What follows belongs to an exercise in optimizing a design on an open flow for small area, a short achievable clock period and few clock cycles per item; a production flow would make more cautious choices.
Function was checked by simulation only, so behaviour that the tests miss may differ from the original.
The clock port is modelled as an ideal driver; clocking choices that lean on that would not hold on a real chip.

Setup of build 75:
## booth_fsm
module booth_fsm
# (parameter DATAWIDTH = 32)
(
  input                        clk,
  input                        rstn,
  input                        en,
  input        [DATAWIDTH-1:0] multiplier,
  input        [DATAWIDTH-1:0] multiplicand,
  output reg                   done,
  output reg [2*DATAWIDTH-1:0] product
);
For scale: roughly 2,900 cells after synthesis, roughly 130 I/O pins, ~25,000 sq um of cells after synthesis.
clock: 6.0 ns
lec_check: 0
cap_margin: 20
core_margin: 2
core_utilization: 40
slew_margin: 20
synth_hierarchical: 1
standard.sh (not shown) runs the stock make flow with config.mk's settings and CLKGATE_MAP_FILE= SYNTH_SCRIPT=/design/flow/synth_recipe.tcl, a recipe that flattens the netlist after the stock synthesis.
==> flow/flow/run.sh <==
#!/bin/bash
# Own layout flow: the standard ORFS flow with two changes.
#  - ports are buffered with a plain buffer (buf_2) instead of the delay
#    buffer buffer_ports picks by default; every port still gets a buffer;
#  - before floorplanning, combinational cells that synthesis upsized are set
#    back to their smallest drive strength (registers are left alone); the
#    resizer then upsizes only what timing needs;
#  - before clock tree synthesis the buffers that timing-driven placement
#    added are taken out again (flow/rebuffer.tcl).
set -euo pipefail
here=$(pwd)
export BUFFER_PORTS_ARGS="-buffer_cell sky130_fd_sc_hd__buf_2"
export PRE_FLOORPLAN_TCL="$here/flow/downsize.tcl"
export PRE_CTS_TCL="$here/flow/rebuffer.tcl"
bash standard.sh > "$here/standard.log" 2>&1
==> flow/flow/rebuffer.tcl <==
# Before clock tree synthesis: take out the buffers that timing-driven global
# placement inserted (keeping a buffer on every port), fix only slew, capacitance and fanout again, and
# legalize; the repair after clock tree synthesis then buffers or sizes only
# the paths that need it.
# remove_buffers takes out every buffer, the port buffers too, so the ports
# are buffered again right after, as global placement did.
set_dont_use $::env(DONT_USE_CELLS)
puts "rebuffer: removing [llength [get_cells -quiet place*]] placement buffers"
remove_buffers
buffer_ports -buffer_cell sky130_fd_sc_hd__buf_2
# and set the cells placement upsized back to their smallest size
source [file join [file dirname [info script]] downsize.tcl]
estimate_parasitics -placement
repair_design -cap_margin $::env(CAP_MARGIN) -slew_margin $::env(SLEW_MARGIN)
detailed_placement
Other scripts of this flow, unchanged in this note and not shown: flow/flow/downsize.tcl
Build 75 did not finish: a tool error stopped it during clock tree synthesis.
Testbench counts of build 75, summed over its fixed seeds: cycles 2,048, items 2,048.
Changes in build 89 relative to build 75:
# build 75
export LEC_CHECK = 0
export CAP_MARGIN = 20
export CORE_MARGIN = 2
export CORE_UTILIZATION = 40
export SLEW_MARGIN = 20
export SYNTH_HIERARCHICAL = 1
create_clock -name core_clock -period 6.0 [get_ports {clk}]
# build 89
export LEC_CHECK = 0
export CAP_MARGIN = 0
export CORE_MARGIN = 2
export CORE_UTILIZATION = 40
export SLEW_MARGIN = 0
export SYNTH_HIERARCHICAL = 1
create_clock -name core_clock -period 6.0 [get_ports {clk}]
--- a/flow/flow/run.sh
+++ b/flow/flow/run.sh
@@ -6,5 +6,3 @@
 #    back to their smallest drive strength (registers are left alone); the
-#    resizer then upsizes only what timing needs;
-#  - before clock tree synthesis the buffers that timing-driven placement
-#    added are taken out again (flow/rebuffer.tcl).
+#    resizer then upsizes only what timing needs.
 set -euo pipefail
@@ -13,3 +11,2 @@
 export PRE_FLOORPLAN_TCL="$here/flow/downsize.tcl"
-export PRE_CTS_TCL="$here/flow/rebuffer.tcl"
 bash standard.sh > "$here/standard.log" 2>&1
removed: flow/flow/rebuffer.tcl
[summary]
Build 89 and build 75: one clean run, build 89; the rest did not finish clean.
Number of rows in the core area: build 75 vs build 89 identical
As far as number of ports placed on the die boundary goes, build 89 and build 75 are indistinguishable; the numbers are identical.
Setup slack at placement came out exactly the same in build 89 and build 75.
As far as placed instance area goes, build 75 and build 89 are indistinguishable; the numbers are identical.
Reported for build 89 and build 75, post-synthesis instance area turned out identical to the last digit.
From build 75 to build 89, number of I/O port buffers did not move at all.
Synthesized netlist cell count of build 89 is on par with build 75.
Delta (build 89 minus build 75): effective utilization at floorplan saw little to no change, final weighted congestion in routability-driven placement now sits at about the same level, post-detailed-placement half-perimeter wirelength held steady.
Average cell area after synthesis came out exactly the same in build 89 and build 75.
diff inputs: build 89 => build 76
# build 89
export LEC_CHECK = 0
export CAP_MARGIN = 0
export CORE_MARGIN = 2
export CORE_UTILIZATION = 40
export SLEW_MARGIN = 0
export SYNTH_HIERARCHICAL = 1
create_clock -name core_clock -period 6.0 [get_ports {clk}]
# build 76
export LEC_CHECK = 0
export CAP_MARGIN = 20
export CORE_MARGIN = 2
export CORE_UTILIZATION = 40
export PLACE_DENSITY = 0.65
export SLEW_MARGIN = 20
export SYNTH_HIERARCHICAL = 1
create_clock -name core_clock -period 6.0 [get_ports {clk}]
### Flow results
In build 76 the implementation ran to completion but is not tape-out ready, as the final checks report negative setup slack. Build 89: all stages complete, timing, DRC and antenna checks passed. The met3 demand-to-capacity share in global routing number comes out higher for build 76 vs build 89. The post-route core utilization in build 76 was lower than what build 89 gave. On global-route usage, build 89 and build 76 are basically level. Critical path depth: build 76 higher than build 89. [compare] base=build 89 new=build 76: final worst slack lower. Non-clock buffer count on build 76 is down relative to build 89.
Inputs modified between build 76 and build 57:
# build 76
export LEC_CHECK = 0
export CAP_MARGIN = 20
export CORE_MARGIN = 2
export CORE_UTILIZATION = 40
export PLACE_DENSITY = 0.65
export SLEW_MARGIN = 20
export SYNTH_HIERARCHICAL = 1
create_clock -name core_clock -period 6.0 [get_ports {clk}]
# build 57
export LEC_CHECK = 0
export CAP_MARGIN = 20
export CORE_MARGIN = 2
export CORE_UTILIZATION = 40
export SLEW_MARGIN = 20
export SYNTH_HIERARCHICAL = 1
create_clock -name core_clock -period 6.0 [get_ports {clk}]
### Flow results
In summary, build 57 completed successfully, with a layout that passed the timing, DRC and antenna checks.
Build 57 against build 76: estimated wirelength of the detail-placed design went up 3.0%, worst setup slack increased by 0.11 ns relative to the old numbers, relative area change from synthesis to final layout now larger, non-clock buffer count higher.
Build 57 against build 76: total count of hold-check failures in the final report ~0 delta; final critical-path share of the clock period -1.8 points.
Where first-pass GRT wire length is concerned, build 76 is outperformed by build 57.
Build 57 against build 76: final routed wirelength across all metal layers lower, shortest clock period the worst path allows after layout lower.
multiplier[13] as the timing startpoint of the critical path was reported by build 76, and multiplier[18] by build 57.

## static timing again, ports no longer ideal
How much do the figures lean on ideal ports? The routed layouts below were timed once more, with nothing changed but the port constraints.
Step 1: set_driving_cell puts a clkbuf_16 on clk and a buf_2 on each other input, an assumption about the parent block.
Step 2 times the ports against the registers' clock, not the clock port: input delays grow and output delays shrink by t, the midpoint of the rising clock arrivals with the driver on.
a / b / c = ideal / step 1 / step 2; a / b = the first two.
| run | shift t [ns] | slack for setup (ns) | hold slack, ns | latest minus earliest clock arrival (ns) | worst data-port slew with drivers (ns) |
|---|---|---|---|---|---|
| build 89 | 0.398 | 0.099 / -0.035 / -0.433 | 0.614 / 0.595 / 0.994 | 0.021 / 0.021 | 0.19 |
| build 76 | 0.395 | -0.007 / 0.017 / -0.378 | 0.618 / 0.598 / 0.992 | 0.017 / 0.017 | 0.08 |
| build 57 | 0.398 | 0.099 / -0.035 / -0.433 | 0.614 / 0.595 / 0.994 | 0.021 / 0.021 | 0.19 |
Met with ideal ports but missed after step 2: setup timing in build 89 and build 57.
